From an optimization exercise on the open Yosys and OpenROAD flow, aimed at small area and a short achievable clock period; shortcuts taken in it are not production practice.
No run shown here included a check of the RTL's function; only the layout flow was run.
In every run shown here, the design's own scripts or RTL, not TritonCTS, make the clock network.
The clock port is modelled as an ideal driver, which makes a skipped or thinned clock tree look cheaper than it is; a real chip needs a root buffer or a tree.
Power and IR drop assume default switching activity.

## flow/design.v (module list and top-level ports; edited modules follow where they fit)
// module full_adder: 5 lines
// module half_adder: 7 lines
// module half_adder_n: 7 lines
// module xnor2: 3 lines
// module or2: 3 lines
// module mux2_1: 4 lines
// module acc_ctl: 5 lines
// module mul_16x16: 900 lines
// module accumulator: 172 lines
// module mac_unit: 7 lines
module mac_unit(input clk,en,clr,
                input [15:0]a,b,
                output [39:0]c);
  // ...
==> flow/flow/run.sh <==
#!/bin/bash
# The standard layout (standard.sh), with these changes:
#  - every port gets a buf_1 buffer (ORFS's buffer_ports with -buffer_cell);
#  - after CTS (flow/clocktree.tcl) the clock tree is rebuilt as two balanced
#    levels of clkbuf_16 buffers (4 on the clock port, 8 driving the flip-flops);
#  - setup repair aims for 9.70 ns of slack at the design's clock period, and
#    does not remove buffers (so every port keeps its buffer).
# ORFS writes each step's full log under orfs/logs/; make's own output goes to standard.log.
export BUFFER_PORTS_ARGS="-buffer_cell sky130_fd_sc_hd__buf_1"
export PRE_RESIZE_TCL=$PWD/flow/sizes.tcl
export POST_CTS_TCL=$PWD/flow/clocktree.tcl
export SETUP_SLACK_MARGIN=9.70
export SKIP_BUFFER_REMOVAL=1
bash standard.sh > standard.log 2>&1
==> flow/flow/clocktree.tcl <==
# Two-level clock tree in place of the one CTS builds: the clock port drives four
# clkbuf_16 buffers, one per quadrant of the flip-flops, and each of these drives
# two clkbuf_16 buffers, one per half of its quadrant, which drive the flip-flops'
# clock pins. The groups are cut at median coordinates, so every flip-flop's clock
# goes through two equal buffers.
set block [ord::get_db_block]
set db [ord::get_db]
set bufm [$db findMaster sky130_fd_sc_hd__clkbuf_16]
set clk_net [$block findNet clk]

set ffs {}
foreach inst [$block getInsts] {
  if {[string match "sky130_fd_sc_hd__df*" [[$inst getMaster] getName]]} {
    lappend ffs $inst
  }
}
# remove the CTS buffers, its dummy loads, and its nets
set old_nets {}
foreach inst [$block getInsts] {
  if {[string match "clkload*" [$inst getName]]} {
    odb::dbInst_destroy $inst
  } elseif {[string match "clkbuf_*_clk" [$inst getName]]} {
    set onet [[$inst findITerm X] getNet]
    if {$onet != "NULL"} { lappend old_nets $onet }
    odb::dbInst_destroy $inst
  }
}
foreach ff $ffs {
  set it [$ff findITerm CLK]
  set n [$it getNet]
  if {$n != "NULL" && [$n getName] != "clk"} { $it disconnect }
}
foreach n $old_nets {
  if {[llength [$n getITerms]] == 0} { odb::dbNet_destroy $n }
}
if {[llength [$clk_net getITerms]] != 0} { error "clock port still drives cells" }

proc ffx {ff} { return [lindex [$ff getLocation] 0] }
proc ffy {ff} { return [lindex [$ff getLocation] 1] }
proc split2 {l axis} {
  set s [lsort -command [list apply {{axis a b} {expr {[ff$axis $a] - [ff$axis $b]}}} $axis] $l]
  set h [expr {[llength $s] / 2}]
  return [list [lrange $s 0 [expr {$h - 1}]] [lrange $s $h end]]
}
proc centroid {l} {
  set sx 0; set sy 0
  foreach ff $l { set sx [expr {$sx + [ffx $ff]}]; set sy [expr {$sy + [ffy $ff]}] }
  return [list [expr {$sx / [llength $l]}] [expr {$sy / [llength $l]}]]
}
proc add_buf {block bufm name loc in_net out_name} {
  set buf [odb::dbInst_create $block $bufm $name]
  $buf setLocation {*}$loc
  $buf setPlacementStatus PLACED
  [$buf findITerm A] connect $in_net
  set net [odb::dbNet_create $block $out_name]
  $net setSigType CLOCK
  [$buf findITerm X] connect $net
  return $net
}
set quads {}
foreach half [split2 $ffs x] { lappend quads {*}[split2 $half y] }
set k 0
foreach q $quads {
  set rnet [add_buf $block $bufm "clkroot_$k" [centroid $q] $clk_net "clknet_root_$k"]
  set j 0
  foreach part [split2 $q x] {
    set lnet [add_buf $block $bufm "clkleaf_${k}_$j" [centroid $part] $rnet "clknet_leaf_${k}_$j"]
    foreach ff $part { [$ff findITerm CLK] connect $lnet }
    puts "clock buffer clkleaf_${k}_$j drives [llength $part] flip-flops"
    incr j
  }
  incr k
}

detailed_placement
check_placement -verbose
estimate_parasitics -placement
report_clock_skew
==> flow/flow/sizes.tcl <==
# Sizes of the output buffers (made by buffer_ports, named output*) and of the
# accumulator flip-flops that drive them.
foreach inst [get_cells {output*}] {
  replace_cell $inst sky130_fd_sc_hd__buf_2
}
foreach inst [get_cells {a1.acc*}] {
  replace_cell $inst sky130_fd_sc_hd__dfxtp_2
}
# the input buffers of en and clr, which drive the accumulator's control gates
foreach port {en clr} {
  foreach inst [get_cells -of_objects [get_nets $port]] {
    replace_cell $inst sky130_fd_sc_hd__buf_2
  }
}
foreach inst [get_cells {m1.ra* m1.rb*}] {
  replace_cell $inst sky130_fd_sc_hd__dfxtp_2
}
==> flow/standard.sh <==
#!/bin/bash
# synth_recipe.tcl (not shown) runs the flow's synth.tcl, then flattens the netlist and writes it again
# the make line also repeats each setting of config.mk as NAME=value (left out here)
make -C /OpenROAD-flow-scripts/flow DESIGN_CONFIG=/design/flow/config.mk WORK_HOME=/design/flow/orfs CLKGATE_MAP_FILE= SYNTH_SCRIPT=/design/flow/synth_recipe.tcl "${@:-finish}"
==> flow/config.mk <==
export PLATFORM = sky130hd
export DESIGN_NAME = mac_unit
export DESIGN_NICKNAME = mac_unit
export VERILOG_FILES = /design/flow/design.v
export SDC_FILE = /design/flow/constraint.sdc
export NUM_CORES = 4
export LEC_CHECK = 0
export CAP_MARGIN = 20
export CORE_MARGIN = 2
export CORE_UTILIZATION = 40
export SLEW_MARGIN = 20
export SYNTH_HIERARCHICAL = 1
export SYNTH_MINIMUM_KEEP_SIZE = 0
==> flow/constraint.sdc <==
create_clock -name core_clock -period 13.5 [get_ports {clk}]
set_input_delay 2.7000 -clock core_clock [delete_from_list [all_inputs] [get_ports {clk}]]
set_output_delay 2.7000 -clock core_clock [all_outputs]
set_load 0.01 [all_outputs]
==> metrics.csv, run 1 <==
metric;value;unit
power-per-cell-area;190;nW/um^2
outcome;complete, no violations;
min_to;m1.p4[18];
pg_seq;938;uW
slew_viol_final;0;
crit_arrival;3.81;ns
yosys.cell_types.count;47;
period_minus_slack;3.64;ns
switchingPower;971;uW
drt_iter0_markers;349;
top_regs;m1.s2: 56 flops, a1.acc: 40 flops;
fillCellCount;2867;
crit-reg2reg-launch;m1.ra[0];
tightest_slew;0.662;ns
wl_met1;11.8;mm
wl_per_cell;16.7;microns
fin_crit_sh;0.269;
endpoint;m1.s2[27];
antenna_found_initial;0;
grtUsageMet1;0.228;
final_cells;1517;
synth_most_common_cell;nand2_1;
final_common_cell;nand2_1;
clock_power;321;uW
setup_ws;9.86;ns
highest_layer;met4;
finalNetCount;1444;
ant_nets;0;
ys_async_sr_fraction;0;
seqCellArea;3930;sq um
grt_pass1_vias;8066;
layout-drive-gt1-share;0.127;
routed_wl;25.3;mm
power_frac_comb;0.499;
fin_hold_ws;0.328;ns
area_delta_synth_final;7.44;%
synthSimpleGateAreaFrac;0.118;
gp_congestion;0.835;
synth_top_area_cell;fa_1;
drt-pass1-iter-count;6;
met3_usage;0.0288;
dpl.cell_count;1505;
==> module accumulator, before the edit <==
module accumulator(input clk,en,clr,
                   input [31:0]a,
                   output [39:0]c);
reg [39:0]acc;
wire [39:0]b={8'b0,a};
wire [39:0]g0=acc&b;
wire [39:0]p0=acc^b;
wire gg1 = g0[1] | (p0[1] & g0[0]);
wire pp1 = p0[1] & p0[0];
wire gg2 = g0[3] | (p0[3] & g0[2]);
wire pp2 = p0[3] & p0[2];
wire gg3 = g0[5] | (p0[5] & g0[4]);
wire pp3 = p0[5] & p0[4];
wire gg4 = g0[7] | (p0[7] & g0[6]);
wire pp4 = p0[7] & p0[6];
wire gg5 = g0[9] | (p0[9] & g0[8]);
wire pp5 = p0[9] & p0[8];
wire gg6 = g0[11] | (p0[11] & g0[10]);
wire pp6 = p0[11] & p0[10];
wire gg7 = g0[13] | (p0[13] & g0[12]);
wire pp7 = p0[13] & p0[12];
wire gg8 = g0[15] | (p0[15] & g0[14]);
wire pp8 = p0[15] & p0[14];
wire gg9 = g0[17] | (p0[17] & g0[16]);
wire pp9 = p0[17] & p0[16];
wire gg10 = g0[19] | (p0[19] & g0[18]);
wire pp10 = p0[19] & p0[18];
wire gg11 = g0[21] | (p0[21] & g0[20]);
wire pp11 = p0[21] & p0[20];
wire gg12 = g0[23] | (p0[23] & g0[22]);
wire pp12 = p0[23] & p0[22];
wire gg13 = g0[25] | (p0[25] & g0[24]);
wire pp13 = p0[25] & p0[24];
wire gg14 = g0[27] | (p0[27] & g0[26]);
wire pp14 = p0[27] & p0[26];
wire gg15 = g0[29] | (p0[29] & g0[28]);
wire pp15 = p0[29] & p0[28];
wire gg16 = g0[31] | (p0[31] & g0[30]);
wire pp16 = p0[31] & p0[30];
wire gg17 = g0[33] | (p0[33] & g0[32]);
wire pp17 = p0[33] & p0[32];
wire gg18 = g0[35] | (p0[35] & g0[34]);
wire pp18 = p0[35] & p0[34];
wire gg19 = g0[37] | (p0[37] & g0[36]);
wire pp19 = p0[37] & p0[36];
wire gg20 = g0[39] | (p0[39] & g0[38]);
wire pp20 = p0[39] & p0[38];
wire gg21 = gg2 | (pp2 & gg1);
wire pp21 = pp2 & pp1;
wire gg22 = gg4 | (pp4 & gg3);
wire pp22 = pp4 & pp3;
wire gg23 = gg6 | (pp6 & gg5);
wire pp23 = pp6 & pp5;
wire gg24 = gg8 | (pp8 & gg7);
wire pp24 = pp8 & pp7;
wire gg25 = gg10 | (pp10 & gg9);
wire pp25 = pp10 & pp9;
wire gg26 = gg12 | (pp12 & gg11);
wire pp26 = pp12 & pp11;
wire gg27 = gg14 | (pp14 & gg13);
wire pp27 = pp14 & pp13;
wire gg28 = gg16 | (pp16 & gg15);
wire pp28 = pp16 & pp15;
wire gg29 = gg18 | (pp18 & gg17);
wire pp29 = pp18 & pp17;
wire gg30 = gg20 | (pp20 & gg19);
wire pp30 = pp20 & pp19;
wire gg31 = gg22 | (pp22 & gg21);
wire pp31 = pp22 & pp21;
wire gg32 = gg24 | (pp24 & gg23);
wire pp32 = pp24 & pp23;
wire gg33 = gg26 | (pp26 & gg25);
wire pp33 = pp26 & pp25;
wire gg34 = gg28 | (pp28 & gg27);
wire pp34 = pp28 & pp27;
wire gg35 = gg30 | (pp30 & gg29);
wire pp35 = pp30 & pp29;
wire gg36 = gg32 | (pp32 & gg31);
wire pp36 = pp32 & pp31;
wire gg37 = gg34 | (pp34 & gg33);
wire pp37 = pp34 & pp33;
wire gg38 = gg37 | (pp37 & gg36);
wire pp38 = pp37 & pp36;
wire gg39 = gg33 | (pp33 & gg36);
wire pp39 = pp33 & pp36;
wire gg40 = gg35 | (pp35 & gg38);
wire pp40 = pp35 & pp38;
wire gg41 = gg23 | (pp23 & gg31);
wire pp41 = pp23 & pp31;
wire gg42 = gg25 | (pp25 & gg36);
wire pp42 = pp25 & pp36;
wire gg43 = gg27 | (pp27 & gg39);
wire pp43 = pp27 & pp39;
wire gg44 = gg29 | (pp29 & gg38);
wire pp44 = pp29 & pp38;
wire gg45 = gg3 | (pp3 & gg21);
wire pp45 = pp3 & pp21;
wire gg46 = gg5 | (pp5 & gg31);
wire pp46 = pp5 & pp31;
wire gg47 = gg7 | (pp7 & gg41);
wire pp47 = pp7 & pp41;
wire gg48 = gg9 | (pp9 & gg36);
wire pp48 = pp9 & pp36;
wire gg49 = gg11 | (pp11 & gg42);
wire pp49 = pp11 & pp42;
wire gg50 = gg13 | (pp13 & gg39);
wire pp50 = pp13 & pp39;
wire gg51 = gg15 | (pp15 & gg43);
wire pp51 = pp15 & pp43;
wire gg52 = gg17 | (pp17 & gg38);
wire pp52 = pp17 & pp38;
wire gg53 = gg19 | (pp19 & gg44);
wire pp53 = pp19 & pp44;
wire gg54 = g0[2] | (p0[2] & gg1);
wire pp54 = p0[2] & pp1;
wire gg55 = g0[4] | (p0[4] & gg21);
wire pp55 = p0[4] & pp21;
wire gg56 = g0[6] | (p0[6] & gg45);
wire pp56 = p0[6] & pp45;
wire gg57 = g0[8] | (p0[8] & gg31);
wire pp57 = p0[8] & pp31;
wire gg58 = g0[10] | (p0[10] & gg46);
wire pp58 = p0[10] & pp46;
wire gg59 = g0[12] | (p0[12] & gg41);
wire pp59 = p0[12] & pp41;
wire gg60 = g0[14] | (p0[14] & gg47);
wire pp60 = p0[14] & pp47;
wire gg61 = g0[16] | (p0[16] & gg36);
wire pp61 = p0[16] & pp36;
wire gg62 = g0[18] | (p0[18] & gg48);
wire pp62 = p0[18] & pp48;
wire gg63 = g0[20] | (p0[20] & gg42);
wire pp63 = p0[20] & pp42;
wire gg64 = g0[22] | (p0[22] & gg49);
wire pp64 = p0[22] & pp49;
wire gg65 = g0[24] | (p0[24] & gg39);
wire pp65 = p0[24] & pp39;
wire gg66 = g0[26] | (p0[26] & gg50);
wire pp66 = p0[26] & pp50;
wire gg67 = g0[28] | (p0[28] & gg43);
wire pp67 = p0[28] & pp43;
wire gg68 = g0[30] | (p0[30] & gg51);
wire pp68 = p0[30] & pp51;
wire gg69 = g0[32] | (p0[32] & gg38);
wire pp69 = p0[32] & pp38;
wire gg70 = g0[34] | (p0[34] & gg52);
wire pp70 = p0[34] & pp52;
wire gg71 = g0[36] | (p0[36] & gg44);
wire pp71 = p0[36] & pp44;
wire gg72 = g0[38] | (p0[38] & gg53);
wire pp72 = p0[38] & pp53;
wire [39:0]cy={gg72, gg53, gg71, gg44, gg70, gg52, gg69, gg38, gg68, gg51, gg67, gg43, gg66, gg50, gg65, gg39, gg64, gg49, gg63, gg42, gg62, gg48, gg61, gg36, gg60, gg47, gg59, gg41, gg58, gg46, gg57, gg31, gg56, gg45, gg55, gg21, gg54, gg1, g0[0], 1'b0};
wire [39:0]sum=p0^cy;
wire [39:0]d;
wire [3:0]e1,e0;     
genvar i;
generate
 for (i=0;i<4;i=i+1)
  begin : ctl
   acc_ctl k(en,clr,e1[i],e0[i]);
  end
endgenerate
generate
 for (i=0;i<40;i=i+1)
  begin : sel
   mux2_1 m(acc[i],sum[i],e1[i/10],e0[i/10],d[i]);
  end
endgenerate
always @(posedge clk)
  acc <= d;
assign c = acc;
endmodule
==> inputs of run 2 (changes only) <==
--- a/flow/design.v
+++ b/flow/design.v
@@ -32,17 +32,17 @@
 assign e1=en&~clr;
 assign e0=~(en|clr);
 endmodule
 module mul_16x16(input clk,
                  input [15:0]a,
                  input [15:0]b,
                  output [31:0]c);
 reg [15:0]ra,rb;
-reg [55:0]s2;      
+reg [64:0]s2;      
 reg [31:0]p3,p4;
 wire pn0_0 = ~(ra[0] & rb[0]);    
 wire pn0_1 = ~(ra[0] & rb[1]);    
 wire pn0_2 = ~(ra[0] & rb[2]);    
 wire pn0_3 = ~(ra[0] & rb[3]);    
 wire pn0_4 = ~(ra[0] & rb[4]);    
 wire pn0_5 = ~(ra[0] & rb[5]);    
 wire pn0_6 = ~(ra[0] & rb[6]);    
@@ -455,41 +455,41 @@
 full_adder fa158(c52, s53, s55, s157, c158);
 wire s159, c160;
 full_adder fa160(s57, s3, s59, s159, c160);
 wire s161, c162;
 full_adder fa162(c54, c56, c58, s161, c162);
 wire s163, c164;
 full_adder fa164(s61, s63, s9, s163, c164);
 wire s165, c166;
-full_adder fa166(s65, c60, s67, s165, c166);
+full_adder fa166(c60, s65, s67, s165, c166);
 wire s167, c168;
 full_adder fa168(c62, c64, s69, s167, c168);
 wire s169, c170;
 full_adder fa170(s71, s15, c66, s169, c170);
 wire s171, c172;
 full_adder fa172(s73, c68, s75, s171, c172);
 wire s173, c174;
 full_adder fa174(c70, c72, s77, s173, c174);
 wire s175, c176;
-full_adder fa176(s79, s21, s81, s175, c176);
+full_adder fa176(s79, s21, c74, s175, c176);
 wire s177, c178;
-full_adder fa178(c74, c76, s83, s177, c178);
+full_adder fa178(s81, c76, s83, s177, c178);
 wire s179, c180;
 full_adder fa180(c78, c80, s85, s179, c180);
 wire s181, c182;
 full_adder fa182(s87, s89, s23, s181, c182);
 wire s183, c184;
 full_adder fa184(c82, c84, s91, s183, c184);
 wire s185, c186;
 full_adder fa186(c86, c88, c90, s185, c186);
 wire s187, c188;
-full_adder fa188(c24, s93, s95, s187, c188);
+full_adder fa188(s93, s95, s97, s187, c188);
 wire s189, c190;
-full_adder fa190(s97, s99, c92, s189, c190);
+full_adder fa190(s99, c24, c92, s189, c190);
 wire s191, c192;
 full_adder fa192(pn14_6, pn15_5, c94, s191, c192);
 wire s193, c194;
 full_adder fa194(c96, c98, c100, s193, c194);
 wire s195, c196;
 full_adder fa196(s101, s103, s105, s195, c196);
 wire s197, c198;
 full_adder fa198(pn12_9, pn13_8, pn14_7, s197, c198);
@@ -541,23 +541,23 @@
 full_adder fa244(c126, c128, s131, s243, c244);
 wire s245, c246;
 full_adder fa246(s133, c130, s135, s245, c246);
 wire s247, c248;
 full_adder fa248(c132, c134, s137, s247, c248);
 wire s249, c250;
 full_adder fa250(s139, c136, s141, s249, c250);
 wire s251, c252;
-full_adder fa252(c138, s143, c140, s251, c252);
+full_adder fa252(c138, c140, s143, s251, c252);
 wire s253, c254;
 full_adder fa254(c142, s145, s147, s253, c254);
 wire s255, c256;
-full_adder fa256(c144, s149, c146, s255, c256);
+full_adder fa256(c144, c146, c148, s255, c256);
 wire s257, c258;
-full_adder fa258(c148, s151, s153, s257, c258);
+full_adder fa258(s149, s151, s153, s257, c258);
 wire s259, c260;
 full_adder fa260(c150, c152, c154, s259, c260);
 wire s261, c262;
 full_adder fa262(s155, s157, s159, s261, c262);
 wire s263, c264;
 full_adder fa264(c156, c158, s161, s263, c264);
 wire s265, c266;
 full_adder fa266(s163, c160, s165, s265, c266);
@@ -571,33 +571,33 @@
 full_adder fa274(s175, c172, s177, s273, c274);
 wire s275, c276;
 full_adder fa276(c174, s179, s181, s275, c276);
 wire s277, c278;
 full_adder fa278(c176, c178, s183, s277, c278);
 wire s279, c280;
 full_adder fa280(c180, c182, s185, s279, c280);
 wire s281, c282;
-full_adder fa282(s187, s189, c184, s281, c282);
+full_adder fa282(s187, c184, s189, s281, c282);
 wire s283, c284;
-full_adder fa284(s191, c186, c188, s283, c284);
+full_adder fa284(c186, c188, s191, s283, c284);
 wire s285, c286;
 full_adder fa286(s193, s195, c190, s285, c286);
 wire s287, c288;
 full_adder fa288(s197, c192, c194, s287, c288);
 wire s289, c290;
 full_adder fa290(c196, s199, s201, s289, c290);
 wire s291, c292;
 full_adder fa292(c198, s203, s205, s291, c292);
 wire s293, c294;
 full_adder fa294(c200, c202, s207, s293, c294);
 wire s295, c296;
 full_adder fa296(c204, c206, s209, s295, c296);
 wire s297, c298;
-full_adder fa298(s211, s213, c208, s297, c298);
+full_adder fa298(s211, c208, s213, s297, c298);
 wire s299, c300;
 full_adder fa300(pn15_9, c210, c212, s299, c300);
 wire s301, c302;
 full_adder fa302(s215, s217, c214, s301, c302);
 wire s303, c304;
 full_adder fa304(pn13_12, pn14_11, pn15_10, s303, c304);
 wire s305, c306;
 full_adder fa306(c216, c218, s219, s305, c306);
@@ -623,225 +623,266 @@
 full_adder fa326(c236, c238, s239, s325, c326);
 wire s327, c328;
 full_adder fa328(c240, s243, c242, s327, c328);
 wire s329, c330;
 full_adder fa330(c244, s247, c246, s329, c330);
 wire s331, c332;
 full_adder fa332(c248, s251, c250, s331, c332);
 wire s333, c334;
-full_adder fa334(c252, s255, c254, s333, c334);
+full_adder fa334(c252, c254, s255, s333, c334);
 wire s335, c336;
-full_adder fa336(c256, s259, c258, s335, c336);
+full_adder fa336(c256, c258, s259, s335, c336);
 wire s337, c338;
 full_adder fa338(c260, s263, c262, s337, c338);
 wire s339, c340;
 full_adder fa340(c264, s267, c266, s339, c340);
 wire s341, c342;
 full_adder fa342(c268, s271, c270, s341, c342);
 wire s343, c344;
-full_adder fa344(c272, s275, c274, s343, c344);
+full_adder fa344(s275, c272, c274, s343, c344);
 wire s345, c346;
 full_adder fa346(c276, s279, c278, s345, c346);
 wire s347, c348;
-full_adder fa348(c280, s283, s285, s347, c348);
+full_adder fa348(c280, s283, c282, s347, c348);
 wire s349, c350;
 full_adder fa350(c284, s287, s289, s349, c350);
 wire s351, c352;
 full_adder fa352(s291, c288, c290, s351, c352);
 wire s353, c354;
-full_adder fa354(c292, s295, s297, s353, c354);
+full_adder fa354(c292, s295, c294, s353, c354);
 wire s355, c356;
-full_adder fa356(c296, s299, s301, s355, c356);
+full_adder fa356(c296, s299, c298, s355, c356);
 wire s357, c358;
 full_adder fa358(s303, c300, s305, s357, c358);
 wire s359, c360;
-full_adder fa360(c304, s307, s309, s359, c360);
+full_adder fa360(c304, s307, c306, s359, c360);
 wire s361, c362;
 full_adder fa362(pn15_12, c308, s311, s361, c362);
 wire s363, c364;
 full_adder fa364(pn13_15, pn14_14, pn15_13, s363, c364);
 wire s365, c366;
 half_adder_n ha366(pn0_2, pn1_1, s365, c366);
 wire s367, c368;
 full_adder fa368(pn2_1, pn3_0, s313, s367, c368);
 wire s369, c370;
 full_adder fa370(c314, s221, s315, s369, c370);
 wire s371, c372;
 full_adder fa372(c316, s223, s317, s371, c372);
 wire s373, c374;
-full_adder fa374(s229, c318, s319, s373, c374);
+full_adder fa374(c318, s229, s319, s373, c374);
 wire s375, c376;
 full_adder fa376(c320, s233, s321, s375, c376);
 wire s377, c378;
-full_adder fa378(c322, s237, s323, s377, c378);
+full_adder fa378(s237, c322, s323, s377, c378);
 wire s379, c380;
 full_adder fa380(s241, c324, s325, s379, c380);
 wire s381, c382;
-full_adder fa382(s245, c326, s327, s381, c382);
+full_adder fa382(c326, s245, s327, s381, c382);
 wire s383, c384;
-full_adder fa384(c328, s249, s329, s383, c384);
+full_adder fa384(s249, c328, s329, s383, c384);
 wire s385, c386;
 full_adder fa386(s253, c330, s331, s385, c386);
 wire s387, c388;
 full_adder fa388(s257, c332, s333, s387, c388);
 wire s389, c390;
 full_adder fa390(s261, c334, s335, s389, c390);
 wire s391, c392;
-full_adder fa392(s265, c336, s337, s391, c392);
+half_adder_n ha392(c336, s265, s391, c392);
 wire s393, c394;
-full_adder fa394(s269, c338, s339, s393, c394);
+half_adder_n ha394(s269, c338, s393, c394);
 wire s395, c396;
-full_adder fa396(s273, c340, s341, s395, c396);
+half_adder_n ha396(s273, c340, s395, c396);
 wire s397, c398;
-full_adder fa398(s277, c342, s343, s397, c398);
+half_adder_n ha398(s277, c342, s397, c398);
 wire s399, c400;
-full_adder fa400(s281, c344, s345, s399, c400);
+half_adder_n ha400(s281, c344, s399, c400);
 wire s401, c402;
-full_adder fa402(c282, s347, c346, s401, c402);
+half_adder_n ha402(s285, c346, s401, c402);
 wire s403, c404;
-full_adder fa404(c286, s349, c348, s403, c404);
+half_adder_n ha404(s349, c286, s403, c404);
 wire s405, c406;
-full_adder fa406(s293, s351, c350, s405, c406);
+half_adder_n ha406(s293, c350, s405, c406);
 wire s407, c408;
-full_adder fa408(c294, c352, s353, s407, c408);
+full_adder fa408(s297, c352, s353, s407, c408);
 wire s409, c410;
-full_adder fa410(c298, s355, c354, s409, c410);
+full_adder fa410(s301, c354, s355, s409, c410);
 wire s411, c412;
-full_adder fa412(c302, s357, c356, s411, c412);
+full_adder fa412(s357, c302, c356, s411, c412);
 wire s413, c414;
-full_adder fa414(c306, s359, c358, s413, c414);
+full_adder fa414(s309, c358, s359, s413, c414);
 wire s415, c416;
-full_adder fa416(c310, s361, c360, s415, c416);
+full_adder fa416(s361, c310, c360, s415, c416);
 wire s417, c418;
-full_adder fa418(c312, s363, c362, s417, c418);
+full_adder fa418(s363, c312, c362, s417, c418);
 wire s419, c420;
 full_adder fa420(pn14_15, pn15_14, c364, s419, c420);
 wire s421, c422;
 half_adder_n ha422(pn0_1, pn1_0, s421, c422);
 wire s423, c424;
 full_adder fa424(pn2_0, s365, c422, s423, c424);
 wire s425, c426;
 full_adder fa426(c366, s367, c424, s425, c426);
 wire s427, c428;
 full_adder fa428(c368, s369, c426, s427, c428);
 wire s429, c430;
 full_adder fa430(c370, s371, c428, s429, c430);
-wire s431, c432;
-full_adder fa432(c372, s373, c430, s431, c432);
-wire [55:0]s2_d;
+wire [64:0]s2_d;
 assign s2_d[0] = pn0_0;    
 assign s2_d[1] = s421;    
 assign s2_d[2] = s423;    
 assign s2_d[3] = s425;    
 assign s2_d[4] = s427;    
 assign s2_d[5] = s429;    
-assign s2_d[6] = s431;    
-assign s2_d[7] = c374;    
-assign s2_d[8] = s375;    
-assign s2_d[9] = c432;    
-assign s2_d[10] = c376;    
-assign s2_d[11] = s377;    
-assign s2_d[12] = c378;    
-assign s2_d[13] = s379;    
-assign s2_d[14] = c380;    
-assign s2_d[15] = s381;    
-assign s2_d[16] = c382;    
-assign s2_d[17] = s383;    
-assign s2_d[18] = c384;    
-assign s2_d[19] = s385;    
-assign s2_d[20] = c386;    
-assign s2_d[21] = s387;    
-assign s2_d[22] = c388;    
-assign s2_d[23] = s389;    
-assign s2_d[24] = c390;    
-assign s2_d[25] = s391;    
-assign s2_d[26] = c392;    
-assign s2_d[27] = s393;    
-assign s2_d[28] = c394;    
-assign s2_d[29] = s395;    
-assign s2_d[30] = c396;    
-assign s2_d[31] = s397;    
-assign s2_d[32] = c398;    
-assign s2_d[33] = s399;    
-assign s2_d[34] = c400;    
-assign s2_d[35] = s401;    
-assign s2_d[36] = c402;    
-assign s2_d[37] = s403;    
-assign s2_d[38] = c404;    
-assign s2_d[39] = s405;    
-assign s2_d[40] = c406;    
-assign s2_d[41] = s407;    
-assign s2_d[42] = c408;    
-assign s2_d[43] = s409;    
-assign s2_d[44] = c410;    
-assign s2_d[45] = s411;    
-assign s2_d[46] = c412;    
-assign s2_d[47] = s413;    
-assign s2_d[48] = c414;    
-assign s2_d[49] = s415;    
-assign s2_d[50] = c416;    
-assign s2_d[51] = s417;    
-assign s2_d[52] = c418;    
-assign s2_d[53] = s419;    
-assign s2_d[54] = c420;    
-assign s2_d[55] = pn15_15;    
-wire [31:0]x3 = {1'b1, s2[54], s2[52], s2[50], s2[48], s2[46], s2[44], s2[42], s2[40], s2[38], s2[36], s2[34], s2[32], s2[30], s2[28], s2[26], s2[24], s2[22], s2[20], s2[18], s2[16], s2[14], s2[12], s2[10], s2[7], s2[6], s2[5], s2[4], s2[3], s2[2], s2[1], s2[0]};
-wire [31:0]y3 = {1'b1, s2[55], s2[53], s2[51], s2[49], s2[47], s2[45], s2[43], s2[41], s2[39], s2[37], s2[35], s2[33], s2[31], s2[29], s2[27], s2[25], s2[23], s2[21], s2[19], s2[17], s2[15], s2[13], s2[11], s2[8], 1'b1, 1'b1, 1'b1, 1'b1, 1'b1, 1'b1, 1'b1};
-wire kg0 = s2[7] & s2[8];
-wire kp0 = s2[7] ^ s2[8];
-wire kg1 = s2[10] & s2[11];
-wire kp1 = s2[10] ^ s2[11];
-wire kg2 = s2[12] & s2[13];
-wire kp2 = s2[12] ^ s2[13];
-wire kg3 = s2[14] & s2[15];
-wire kp3 = s2[14] ^ s2[15];
-wire kg4 = s2[16] & s2[17];
-wire kp4 = s2[16] ^ s2[17];
-wire kg5 = s2[18] & s2[19];
-wire kp5 = s2[18] ^ s2[19];
-wire kg6 = s2[20] & s2[21];
-wire kp6 = s2[20] ^ s2[21];
-wire kg7 = s2[22] & s2[23];
-wire kp7 = s2[22] ^ s2[23];
-wire kg8 = s2[24] & s2[25];
-wire kp8 = s2[24] ^ s2[25];
-wire kg9 = s2[26] & s2[27];
-wire kp9 = s2[26] ^ s2[27];
-wire kg10 = s2[28] & s2[29];
-wire kp10 = s2[28] ^ s2[29];
-wire kg11 = s2[30] & s2[31];
-wire kp11 = s2[30] ^ s2[31];
-wire kg12 = s2[32] & s2[33];
-wire kp12 = s2[32] ^ s2[33];
-wire kg13 = s2[34] & s2[35];
-wire kp13 = s2[34] ^ s2[35];
-wire kg14 = s2[36] & s2[37];
-wire kp14 = s2[36] ^ s2[37];
-wire kg15 = s2[38] & s2[39];
-wire kp15 = s2[38] ^ s2[39];
-wire kg16 = s2[40] & s2[41];
-wire kp16 = s2[40] ^ s2[41];
-wire kg17 = s2[42] & s2[43];
-wire kp17 = s2[42] ^ s2[43];
-wire kg18 = s2[44] & s2[45];
-wire kp18 = s2[44] ^ s2[45];
-wire kg19 = s2[46] & s2[47];
-wire kp19 = s2[46] ^ s2[47];
-wire kg20 = s2[48] & s2[49];
-wire kp20 = s2[48] ^ s2[49];
-wire kg21 = s2[50] & s2[51];
-wire kp21 = s2[50] ^ s2[51];
-wire kg22 = s2[52] & s2[53];
-wire kp22 = s2[52] ^ s2[53];
-wire kg23 = s2[54] & s2[55];
-wire kp23 = s2[54] ^ s2[55];
-wire kg24 = 1'b1 & 1'b1;
-wire kp24 = 1'b1 ^ 1'b1;
-wire kg0c = kg0 | (kp0 & s2[9]);
+assign s2_d[6] = c372;    
+assign s2_d[7] = s373;    
+assign s2_d[8] = c430;    
+assign s2_d[9] = c374;    
+assign s2_d[10] = s375;    
+assign s2_d[11] = c376;    
+assign s2_d[12] = s377;    
+assign s2_d[13] = c378;    
+assign s2_d[14] = s379;    
+assign s2_d[15] = c380;    
+assign s2_d[16] = s381;    
+assign s2_d[17] = c382;    
+assign s2_d[18] = s383;    
+assign s2_d[19] = c384;    
+assign s2_d[20] = s385;    
+assign s2_d[21] = c386;    
+assign s2_d[22] = s387;    
+assign s2_d[23] = c388;    
+assign s2_d[24] = s389;    
+assign s2_d[25] = c390;    
+assign s2_d[26] = s391;    
+assign s2_d[27] = s337;    
+assign s2_d[28] = c392;    
+assign s2_d[29] = s393;    
+assign s2_d[30] = s339;    
+assign s2_d[31] = c394;    
+assign s2_d[32] = s395;    
+assign s2_d[33] = s341;    
+assign s2_d[34] = c396;    
+assign s2_d[35] = s397;    
+assign s2_d[36] = s343;    
+assign s2_d[37] = c398;    
+assign s2_d[38] = s399;    
+assign s2_d[39] = s345;    
+assign s2_d[40] = c400;    
+assign s2_d[41] = s401;    
+assign s2_d[42] = s347;    
+assign s2_d[43] = c402;    
+assign s2_d[44] = s403;    
+assign s2_d[45] = c348;    
+assign s2_d[46] = c404;    
+assign s2_d[47] = s405;    
+assign s2_d[48] = s351;    
+assign s2_d[49] = c406;    
+assign s2_d[50] = s407;    
+assign s2_d[51] = c408;    
+assign s2_d[52] = s409;    
+assign s2_d[53] = c410;    
+assign s2_d[54] = s411;    
+assign s2_d[55] = c412;    
+assign s2_d[56] = s413;    
+assign s2_d[57] = c414;    
+assign s2_d[58] = s415;    
+assign s2_d[59] = c416;    
+assign s2_d[60] = s417;    
+assign s2_d[61] = c418;    
+assign s2_d[62] = s419;    
+assign s2_d[63] = c420;    
+assign s2_d[64] = pn15_15;    
+wire s431, c432;
+half_adder_n ha432(s2[25], s2[26], s431, c432);
+wire s433, c434;
+full_adder fa434(s2[28], s2[29], s2[30], s433, c434);
+wire s435, c436;
+full_adder fa436(s2[31], s2[32], s2[33], s435, c436);
+wire s437, c438;
+full_adder fa438(s2[34], s2[35], s2[36], s437, c438);
+wire s439, c440;
+full_adder fa440(s2[37], s2[38], s2[39], s439, c440);
+wire s441, c442;
+full_adder fa442(s2[40], s2[41], s2[42], s441, c442);
+wire s443, c444;
+full_adder fa444(s2[43], s2[44], s2[45], s443, c444);
+wire s445, c446;
+full_adder fa446(s2[46], s2[47], s2[48], s445, c446);
+wire s447, c448;
+half_adder_n ha448(s2[49], s2[50], s447, c448);
+wire s449, c450;
+half_adder_n ha450(s2[51], s2[52], s449, c450);
+wire s451, c452;
+half_adder_n ha452(s2[53], s2[54], s451, c452);
+wire s453, c454;
+half_adder_n ha454(s2[55], s2[56], s453, c454);
+wire s455, c456;
+half_adder_n ha456(s2[57], s2[58], s455, c456);
+wire s457, c458;
+half_adder_n ha458(s2[59], s2[60], s457, c458);
+wire s459, c460;
+half_adder_n ha460(s2[61], s2[62], s459, c460);
+wire s461, c462;
+half_adder_n ha462(s2[63], s2[64], s461, c462);
+wire [31:0]x3 = {c462, c460, c458, c456, c454, c452, c450, c448, c446, c444, c442, c440, c438, c436, c434, c432, s431, s2[23], s2[21], s2[19], s2[17], s2[15], s2[13], s2[11], s2[9], s2[6], s2[5], s2[4], s2[3], s2[2], s2[1], s2[0]};
+wire [31:0]y3 = {1'b1, s461, s459, s457, s455, s453, s451, s449, s447, s445, s443, s441, s439, s437, s435, s433, s2[27], s2[24], s2[22], s2[20], s2[18], s2[16], s2[14], s2[12], s2[10], s2[7], 1'b1, 1'b1, 1'b1, 1'b1, 1'b1, 1'b1};
+wire kg0 = s2[6] & s2[7];
+wire kp0 = s2[6] ^ s2[7];
+wire kg1 = s2[9] & s2[10];
+wire kp1 = s2[9] ^ s2[10];
+wire kg2 = s2[11] & s2[12];
+wire kp2 = s2[11] ^ s2[12];
+wire kg3 = s2[13] & s2[14];
+wire kp3 = s2[13] ^ s2[14];
+wire kg4 = s2[15] & s2[16];
+wire kp4 = s2[15] ^ s2[16];
+wire kg5 = s2[17] & s2[18];
+wire kp5 = s2[17] ^ s2[18];
+wire kg6 = s2[19] & s2[20];
+wire kp6 = s2[19] ^ s2[20];
+wire kg7 = s2[21] & s2[22];
+wire kp7 = s2[21] ^ s2[22];
+wire kg8 = s2[23] & s2[24];
+wire kp8 = s2[23] ^ s2[24];
+wire kg9 = s431 & s2[27];
+wire kp9 = s431 ^ s2[27];
+wire kg10 = c432 & s433;
+wire kp10 = c432 ^ s433;
+wire kg11 = c434 & s435;
+wire kp11 = c434 ^ s435;
+wire kg12 = c436 & s437;
+wire kp12 = c436 ^ s437;
+wire kg13 = c438 & s439;
+wire kp13 = c438 ^ s439;
+wire kg14 = c440 & s441;
+wire kp14 = c440 ^ s441;
+wire kg15 = c442 & s443;
+wire kp15 = c442 ^ s443;
+wire kg16 = c444 & s445;
+wire kp16 = c444 ^ s445;
+wire kg17 = c446 & s447;
+wire kp17 = c446 ^ s447;
+wire kg18 = c448 & s449;
+wire kp18 = c448 ^ s449;
+wire kg19 = c450 & s451;
+wire kp19 = c450 ^ s451;
+wire kg20 = c452 & s453;
+wire kp20 = c452 ^ s453;
+wire kg21 = c454 & s455;
+wire kp21 = c454 ^ s455;
+wire kg22 = c456 & s457;
+wire kp22 = c456 ^ s457;
+wire kg23 = c458 & s459;
+wire kp23 = c458 ^ s459;
+wire kg24 = c460 & s461;
+wire kp24 = c460 ^ s461;
+wire kg25 = c462 & 1'b1;
+wire kp25 = c462 ^ 1'b1;
+wire kg0c = kg0 | (kp0 & s2[8]);
 wire kG1 = kg1 | (kp1 & kg0c);
 wire kP1 = kp1 & kp0;
 wire kG2 = kg3 | (kp3 & kg2);
 wire kP2 = kp3 & kp2;
 wire kG3 = kg5 | (kp5 & kg4);
 wire kP3 = kp5 & kp4;
 wire kG4 = kg7 | (kp7 & kg6);
 wire kP4 = kp7 & kp6;
@@ -856,77 +897,81 @@
 wire kG9 = kg17 | (kp17 & kg16);
 wire kP9 = kp17 & kp16;
 wire kG10 = kg19 | (kp19 & kg18);
 wire kP10 = kp19 & kp18;
 wire kG11 = kg21 | (kp21 & kg20);
 wire kP11 = kp21 & kp20;
 wire kG12 = kg23 | (kp23 & kg22);
 wire kP12 = kp23 & kp22;
-wire kG13 = kG2 | (kP2 & kG1);
-wire kP13 = kP2 & kP1;
-wire kG14 = kG4 | (kP4 & kG3);
-wire kP14 = kP4 & kP3;
-wire kG15 = kG6 | (kP6 & kG5);
-wire kP15 = kP6 & kP5;
-wire kG16 = kG8 | (kP8 & kG7);
-wire kP16 = kP8 & kP7;
-wire kG17 = kG10 | (kP10 & kG9);
-wire kP17 = kP10 & kP9;
-wire kG18 = kG12 | (kP12 & kG11);
-wire kP18 = kP12 & kP11;
-wire kG19 = kG14 | (kP14 & kG13);
-wire kP19 = kP14 & kP13;
-wire kG20 = kG16 | (kP16 & kG15);
-wire kP20 = kP16 & kP15;
-wire kG21 = kG18 | (kP18 & kG17);
-wire kP21 = kP18 & kP17;
-wire kG22 = kG20 | (kP20 & kG19);
-wire kP22 = kP20 & kP19;
-wire kG23 = kG21 | (kP21 & kG22);
-wire kP23 = kP21 & kP22;
-wire kG24 = kG15 | (kP15 & kG19);
-wire kP24 = kP15 & kP19;
-wire kG25 = kG17 | (kP17 & kG22);
-wire kP25 = kP17 & kP22;
-wire kG26 = kG3 | (kP3 & kG13);
-wire kP26 = kP3 & kP13;
-wire kG27 = kG5 | (kP5 & kG19);
-wire kP27 = kP5 & kP19;
-wire kG28 = kG7 | (kP7 & kG24);
-wire kP28 = kP7 & kP24;
-wire kG29 = kG9 | (kP9 & kG22);
-wire kP29 = kP9 & kP22;
-wire kG30 = kG11 | (kP11 & kG25);
-wire kP30 = kP11 & kP25;
-wire kG31 = kg2 | (kp2 & kG1);
-wire kP31 = kp2 & kP1;
-wire kG32 = kg4 | (kp4 & kG13);
-wire kP32 = kp4 & kP13;
-wire kG33 = kg6 | (kp6 & kG26);
-wire kP33 = kp6 & kP26;
-wire kG34 = kg8 | (kp8 & kG19);
-wire kP34 = kp8 & kP19;
-wire kG35 = kg10 | (kp10 & kG27);
-wire kP35 = kp10 & kP27;
-wire kG36 = kg12 | (kp12 & kG24);
-wire kP36 = kp12 & kP24;
-wire kG37 = kg14 | (kp14 & kG28);
-wire kP37 = kp14 & kP28;
-wire kG38 = kg16 | (kp16 & kG22);
-wire kP38 = kp16 & kP22;
-wire kG39 = kg18 | (kp18 & kG29);
-wire kP39 = kp18 & kP29;
-wire kG40 = kg20 | (kp20 & kG25);
-wire kP40 = kp20 & kP25;
-wire kG41 = kg22 | (kp22 & kG30);
-wire kP41 = kp22 & kP30;
-wire kG42 = kg24 | (kp24 & kG23);
-wire kP42 = kp24 & kP23;
-wire [31:0]p3_d = {(kp24 ^ kG23), (kp23 ^ kG41), (kp22 ^ kG30), (kp21 ^ kG40), (kp20 ^ kG25), (kp19 ^ kG39), (kp18 ^ kG29), (kp17 ^ kG38), (kp16 ^ kG22), (kp15 ^ kG37), (kp14 ^ kG28), (kp13 ^ kG36), (kp12 ^ kG24), (kp11 ^ kG35), (kp10 ^ kG27), (kp9 ^ kG34), (kp8 ^ kG19), (kp7 ^ kG33), (kp6 ^ kG26), (kp5 ^ kG32), (kp4 ^ kG13), (kp3 ^ kG31), (kp2 ^ kG1), (kp1 ^ kg0c), (kp0 ^ s2[9]), s2[6], s2[5], s2[4], s2[3], s2[2], s2[1], s2[0]};
+wire kG13 = kg25 | (kp25 & kg24);
+wire kP13 = kp25 & kp24;
+wire kG14 = kG2 | (kP2 & kG1);
+wire kP14 = kP2 & kP1;
+wire kG15 = kG4 | (kP4 & kG3);
+wire kP15 = kP4 & kP3;
+wire kG16 = kG6 | (kP6 & kG5);
+wire kP16 = kP6 & kP5;
+wire kG17 = kG8 | (kP8 & kG7);
+wire kP17 = kP8 & kP7;
+wire kG18 = kG10 | (kP10 & kG9);
+wire kP18 = kP10 & kP9;
+wire kG19 = kG12 | (kP12 & kG11);
+wire kP19 = kP12 & kP11;
+wire kG20 = kG15 | (kP15 & kG14);
+wire kP20 = kP15 & kP14;
+wire kG21 = kG17 | (kP17 & kG16);
+wire kP21 = kP17 & kP16;
+wire kG22 = kG19 | (kP19 & kG18);
+wire kP22 = kP19 & kP18;
+wire kG23 = kG21 | (kP21 & kG20);
+wire kP23 = kP21 & kP20;
+wire kG24 = kG22 | (kP22 & kG23);
+wire kP24 = kP22 & kP23;
+wire kG25 = kG16 | (kP16 & kG20);
+wire kP25 = kP16 & kP20;
+wire kG26 = kG18 | (kP18 & kG23);
+wire kP26 = kP18 & kP23;
+wire kG27 = kG3 | (kP3 & kG14);
+wire kP27 = kP3 & kP14;
+wire kG28 = kG5 | (kP5 & kG20);
+wire kP28 = kP5 & kP20;
+wire kG29 = kG7 | (kP7 & kG25);
+wire kP29 = kP7 & kP25;
+wire kG30 = kG9 | (kP9 & kG23);
+wire kP30 = kP9 & kP23;
+wire kG31 = kG11 | (kP11 & kG26);
+wire kP31 = kP11 & kP26;
+wire kG32 = kG13 | (kP13 & kG24);
+wire kP32 = kP13 & kP24;
+wire kG33 = kg2 | (kp2 & kG1);
+wire kP33 = kp2 & kP1;
+wire kG34 = kg4 | (kp4 & kG14);
+wire kP34 = kp4 & kP14;
+wire kG35 = kg6 | (kp6 & kG27);
+wire kP35 = kp6 & kP27;
+wire kG36 = kg8 | (kp8 & kG20);
+wire kP36 = kp8 & kP20;
+wire kG37 = kg10 | (kp10 & kG28);
+wire kP37 = kp10 & kP28;
+wire kG38 = kg12 | (kp12 & kG25);
+wire kP38 = kp12 & kP25;
+wire kG39 = kg14 | (kp14 & kG29);
+wire kP39 = kp14 & kP29;
+wire kG40 = kg16 | (kp16 & kG23);
+wire kP40 = kp16 & kP23;
+wire kG41 = kg18 | (kp18 & kG30);
+wire kP41 = kp18 & kP30;
+wire kG42 = kg20 | (kp20 & kG26);
+wire kP42 = kp20 & kP26;
+wire kG43 = kg22 | (kp22 & kG31);
+wire kP43 = kp22 & kP31;
+wire kG44 = kg24 | (kp24 & kG24);
+wire kP44 = kp24 & kP24;
+wire [31:0]p3_d = {(kp25 ^ kG44), (kp24 ^ kG24), (kp23 ^ kG43), (kp22 ^ kG31), (kp21 ^ kG42), (kp20 ^ kG26), (kp19 ^ kG41), (kp18 ^ kG30), (kp17 ^ kG40), (kp16 ^ kG23), (kp15 ^ kG39), (kp14 ^ kG29), (kp13 ^ kG38), (kp12 ^ kG25), (kp11 ^ kG37), (kp10 ^ kG28), (kp9 ^ kG36), (kp8 ^ kG20), (kp7 ^ kG35), (kp6 ^ kG27), (kp5 ^ kG34), (kp4 ^ kG14), (kp3 ^ kG33), (kp2 ^ kG1), (kp1 ^ kg0c), (kp0 ^ s2[8]), s2[5], s2[4], s2[3], s2[2], s2[1], s2[0]};
 always @(posedge clk)
  begin
   ra<=a;
   rb<=b;
   s2<=s2_d;
   p3<=~p3_d;    
   p4<=p3;
  end
@@ -1081,28 +1126,28 @@
 wire pp70 = p0[34] & pp52;
 wire gg71 = g0[36] | (p0[36] & gg44);
 wire pp71 = p0[36] & pp44;
 wire gg72 = g0[38] | (p0[38] & gg53);
 wire pp72 = p0[38] & pp53;
 wire [39:0]cy={gg72, gg53, gg71, gg44, gg70, gg52, gg69, gg38, gg68, gg51, gg67, gg43, gg66, gg50, gg65, gg39, gg64, gg49, gg63, gg42, gg62, gg48, gg61, gg36, gg60, gg47, gg59, gg41, gg58, gg46, gg57, gg31, gg56, gg45, gg55, gg21, gg54, gg1, g0[0], 1'b0};
 wire [39:0]sum=p0^cy;
 wire [39:0]d;
-wire [3:0]e1,e0;     
+wire [7:0]e1,e0;     
 genvar i;
 generate
- for (i=0;i<4;i=i+1)
+ for (i=0;i<8;i=i+1)
   begin : ctl
    acc_ctl k(en,clr,e1[i],e0[i]);
   end
 endgenerate
 generate
  for (i=0;i<40;i=i+1)
   begin : sel
-   mux2_1 m(acc[i],sum[i],e1[i/10],e0[i/10],d[i]);
+   mux2_1 m(acc[i],sum[i],e1[i/5],e0[i/5],d[i]);
   end
 endgenerate
 always @(posedge clk)
   acc <= d;
 assign c = acc;
 endmodule
 module mac_unit(input clk,en,clr,
                 input [15:0]a,b,
==> flow/flow/run.sh (replaced) <==
#!/bin/bash
# The standard layout (standard.sh), with these changes:
#  - every port gets a buf_1 buffer (ORFS's buffer_ports with -buffer_cell);
#  - after CTS (flow/clocktree.tcl) the clock tree is rebuilt as two balanced
#    levels of inverters (4 inv_8 on the clock port, 8 inv_16 driving the flip-flops);
#  - setup repair aims for 9.70 ns of slack at the design's clock period, and
#    does not remove buffers (so every port keeps its buffer).
# ORFS writes each step's full log under orfs/logs/; make's own output goes to standard.log.
export BUFFER_PORTS_ARGS="-buffer_cell sky130_fd_sc_hd__buf_1"
export PRE_RESIZE_TCL=$PWD/flow/sizes.tcl
export POST_CTS_TCL=$PWD/flow/clocktree.tcl
export SETUP_SLACK_MARGIN=9.70
export SKIP_BUFFER_REMOVAL=1
bash standard.sh > standard.log 2>&1
==> flow/flow/clocktree.tcl (replaced) <==
set block [ord::get_db_block]
set db [ord::get_db]
set leafm [$db findMaster sky130_fd_sc_hd__inv_16]
set rootm [$db findMaster sky130_fd_sc_hd__inv_8]
set clk_net [$block findNet clk]

set ffs {}
foreach inst [$block getInsts] {
  if {[string match "sky130_fd_sc_hd__df*" [[$inst getMaster] getName]]} {
    lappend ffs $inst
  }
}
# remove the CTS buffers, its dummy loads, and its nets
set old_nets {}
foreach inst [$block getInsts] {
  if {[string match "clkload*" [$inst getName]]} {
    odb::dbInst_destroy $inst
  } elseif {[string match "clkbuf_*_clk" [$inst getName]]} {
    set onet [[$inst findITerm X] getNet]
    if {$onet != "NULL"} { lappend old_nets $onet }
    odb::dbInst_destroy $inst
  }
}
foreach ff $ffs {
  set it [$ff findITerm CLK]
  set n [$it getNet]
  if {$n != "NULL" && [$n getName] != "clk"} { $it disconnect }
}
foreach n $old_nets {
  if {[llength [$n getITerms]] == 0} { odb::dbNet_destroy $n }
}
if {[llength [$clk_net getITerms]] != 0} { error "clock port still drives cells" }

proc ffx {ff} { return [lindex [$ff getLocation] 0] }
proc ffy {ff} { return [lindex [$ff getLocation] 1] }
proc split2 {l axis} {
  set s [lsort -command [list apply {{axis a b} {expr {[ff$axis $a] - [ff$axis $b]}}} $axis] $l]
  set h [expr {[llength $s] / 2}]
  return [list [lrange $s 0 [expr {$h - 1}]] [lrange $s $h end]]
}
proc centroid {l} {
  set sx 0; set sy 0
  foreach ff $l { set sx [expr {$sx + [ffx $ff]}]; set sy [expr {$sy + [ffy $ff]}] }
  return [list [expr {$sx / [llength $l]}] [expr {$sy / [llength $l]}]]
}
proc add_buf {block master name loc in_net out_name} {
  set buf [odb::dbInst_create $block $master $name]
  $buf setLocation {*}$loc
  $buf setPlacementStatus PLACED
  [$buf findITerm A] connect $in_net
  set net [odb::dbNet_create $block $out_name]
  $net setSigType CLOCK
  [$buf findITerm Y] connect $net
  return $net
}
set quads {}
foreach half [split2 $ffs x] { lappend quads {*}[split2 $half y] }
set k 0
foreach q $quads {
  set rnet [add_buf $block $rootm "clkroot_$k" [centroid $q] $clk_net "clknet_root_$k"]
  set j 0
  foreach part [split2 $q x] {
    set lnet [add_buf $block $leafm "clkleaf_${k}_$j" [centroid $part] $rnet "clknet_leaf_${k}_$j"]
    foreach ff $part { [$ff findITerm CLK] connect $lnet }
    puts "clock inverter clkleaf_${k}_$j drives [llength $part] flip-flops"
    incr j
  }
  incr k
}

detailed_placement
check_placement -verbose
estimate_parasitics -placement
report_clock_skew
==> flow/flow/sizes.tcl (replaced) <==
# Sizes of the output buffers (made by buffer_ports, named output*) and of the
# accumulator flip-flops that drive them.
foreach inst [get_cells {output*}] {
  replace_cell $inst sky130_fd_sc_hd__buf_2
}
foreach inst [get_cells {a1.acc*}] {
  replace_cell $inst sky130_fd_sc_hd__dfxtp_2
}
# the input buffers of en and clr, which drive the accumulator's control gates
foreach port {en clr} {
  foreach inst [get_cells -of_objects [get_nets $port]] {
    replace_cell $inst sky130_fd_sc_hd__buf_8
  }
}
foreach inst [get_cells {m1.ra* m1.rb*}] {
  replace_cell $inst sky130_fd_sc_hd__dfxtp_4
}
==> run 2 against run 1 <==
Against the previous run:
- sequential power up 5.1%
- via count up 4.0%
- cell count up 3.9%
- synthesized area up 4.0%
- largest power group unchanged
- design area up 3.9%
==> metrics.csv, run 2 <==
metric;value;unit;change
outcome;complete, no violations;;
synthAdderAreaFrac;0.412;;
yosysSeqAreaShare;0.314;;
hold_path.class;flop to flop;;
cp_num_buf_inv;2;;
antennaDiodeCount;0;;
total_leakage_power;5.41;nW;
synthSimpleGateAreaFrac;0.128;;+0.00968
yosys_most_used_dff;dfxtp_1;;
power-per-cell-area;199;nW/um^2;+4.9%
grt_pass1_vias;8429;;+4.5%
criticalPathCategory;primary input to flop;;
place_area;13500;sq um;
setup_viol;0;;
muxShareOfSynthArea;0;;
ys_ff_latch;201;;
ant_nets;0;;unchanged
die-height;183;microns;
max_freq;288;MHz;
place_hpwl;19.7;mm;
crit_required;13.52;ns;
cts_sinks;201;;
crit_chain;buf_8 > buf_4 > nor2_1 > a22o_1;;
relSlewSlack;0.714;;
setup_tns;0;ns;
die_w;183;microns;
ir_worst_vdd;83.1;uV;
postLayoutCellArea;13700;sq um;
grt_overflow_total;0;;
fp-row-count;65;;
track_usage;0.164;;
antenna_found_initial;0;;unchanged
io_pins;75;;
fin_hold_ws;0.315;ns;-0.0134 ns
drt-pass1-iter-count;5;;-1
fin_crit_sh;0.257;;-0.0121
routed_wl;26.0;mm;+2.7%
synth_most_common_cell;nand2_1;;
synth_top_family_by_area;adder cells;;
layout-drive-gt1-share;0.125;;-0.00146
start_kind;primary input;;
yosys_warnings;8;;
final_cell_mix;nand2_1 (278), fa_1 (228), dfxtp_1 (129);;
cp_max_fo;16;;
critPathCaptureType;flop;;
synth_compound_area_frac;0.0608;;
die-area;33500;sq um;
num_vias;7832;;
largest_register_ffs;65;;
synth_xor_area_frac;0.0438;;
yosys.cell_types.count;46;;-2.1%
synth_edf_count;0;;
hold_viol_final;0;;
final_common_cell;nand2_1;;
syn_avg_cell_area;11.0;sq um;
crit_arrival;3.50;ns;-0.31 ns
start_util;0.406;;
top_regs;m1.s2: 65 flops, a1.acc: 40 flops;;
gp_congestion;0.833;;-0.20%
rsz0062_at_grt;no;;
wl_per_cell;16.5;microns;-1.1%
path_clk_slew;0.09;ns;
finClkSkew;0.0150;ns;
grt_pass1_wl;43.3;mm;
port_buffers;74;;
synthTopCellsByArea;fa_1 (36%), dfxtp_1 (31%), nand2_1 (8.1%);;
drc;0;;
ys_async_sr_fraction;0;;unchanged
synth_top_area_cell;fa_1;;
drt_iter0_markers;432;;+24%
slew_viol_final;0;;unchanged
regMostFlops;m1.s2;;
clkLatencyLatePin;0.14;ns;
tightest_slew;0.427;ns;-0.236 ns
cp_top_family;buffers and inverters;;
netlist_instances;1159;;
synth.net_count;1479;;
drv_cap;0;;
core_area;31600;sq um;
area_delta_synth_final;7.33;%;
synth_common_cells;nand2_1 (278), fa_1 (228), dfxtp_1 (201);;
grt_max_degree;27;;
cpMaxStageDelayCell;buf_4;;
finalNetCount;1496;;+3.6%
synth_top_cell_area_share;0.356;;
viasPerCell;4.97;;
period_minus_slack;3.47;ns;-0.163 ns
critPathMaxStageDelay;0.32;ns;
syn_area;12800;sq um;
fillCellCount;2967;;+3.5%
## run 2: cell count changes in the layout (fill, tap and decap cells not counted), moves of 8 or more
cell	previous run	this run
clkbuf_16	12	0
or2_1	16	33
inv_16	0	8
dfxtp_1	120	129
dfxtp_4	0	33
dfxtp_2	72	39
xnor2_1	29	45
## run 2: per-module statistics from Yosys, one instance, submodules excluded, excerpt
module / flip-flops and latches / cells / area (sq um) / times used
mul_16x16: 161 / 608 / 5480 / 1
mux2_1: 0 / 1 / 8.76 / 40
or2: 0 / 1 / 6.26 / 33
xnor2: 0 / 1 / 8.76 / 33
accumulator: 40 / 231 / 2380 / 1
acc_ctl: 0 / 2 / 17.5 / 8
full_adder: 0 / 1 / 20.0 / 198
## run 2: per-stage QoR
step / instances / worst slack, ns / power (mW) / util
2_1_floorplan: 1159 / 10.12 / 2.11 / -
3_3_place_gp: 1564 / 9.51 / 2.44 / 0.421
3_5_place_dp: 1564 / 9.87 / 2.50 / 0.429
5_1_grt: 1576 / 9.96 / 3.07 / 0.436
6_report: 1576 / 10.03 / 2.74 / 0.436
## run 2: worst paths after layout
kind / from / to / slack [ns] / depth (start not counted)
setup / recovery: clr / a1.acc[27] / 10.03 / 4
hold / removal: m1.p3[17] / m1.p4[17] / 0.31 / 0
setup reg to reg: m1.ra[1] / m1.s2[40] / 10.22 / 7
hold reg to reg: m1.p3[17] / m1.p4[17] / 0.31 / 0
## run 2: area by class of cell
class                           instances  area, sq um  share of cell area
Multi-Input combinational cell        825         8250               0.600
Sequential cell                       201         4200               0.305
Tap cell                              402          503              0.0366
Inverter                               73          434              0.0316
Timing Repair Buffer                   75          358              0.0260
## run 2: power breakdown
part           switching, mW  internal (mW)  total, mW
sequential             0.142          0.843      0.986
combinational          0.787          0.696       1.48
clock                  0.220         0.0529      0.272
total                   1.15           1.59       2.74
## run 2: kinds of logic (layout without fill, tap and decap cells)
| family | Yosys count | in the layout |
|---|---|---|
| compound gates | 109 | 109 |
| xor+xnor | 64 | 64 |
| fa+ha+maj | 285 | 285 |
| buf+inv | 133 | 148 |
| flops | 201 | 201 |
| simple gates | 367 | 367 |
## run 2: per-layer routing
layer / routed length (microns) / vias to the layer above / track usage
met5: 0 / - / 0
met4: 275 / 0 / 0.0346
met3: 1750 / 19 / 0.0369
met2: 11900 / 218 / 0.266
met1: 12100 / 3942 / 0.225
li1: - / 3653 / -

==> separate check: timing with driven ports <==
Ports are ideal in the flow. The routed layouts listed here were re-timed in OpenROAD. Step 1 sets driving cells, clkbuf_16 on the clock port and buf_2 on the other inputs (assumed; they add their load-dependent delay and slew). Step 2 moves the port delays by t, midway between the first and last clock arrival at a register: inputs arrive t later, outputs are due t later. That takes back most of the time a late clock gives input paths. Three values: ideal, step 1, step 2; two values: the first two.
| run | t, ns | setup slack, ns | clock arrival spread, ns | worst register clock-pin slew, ns |
|---|---|---|---|---|
| run 1 | 0.382 | 9.863 / 9.863 / 9.736 | 0.020 / 0.020 | 0.10 / 0.10 |
| run 2 | 0.283 | 10.026 / 9.964 / 9.832 | 0.015 / 0.016 | 0.09 / 0.09 |
After both steps setup and hold are still met in every run listed. For run 2, which loses most, drivers alone change the setup slack by -0.062 ns; drivers and shift together by -0.194 ns.
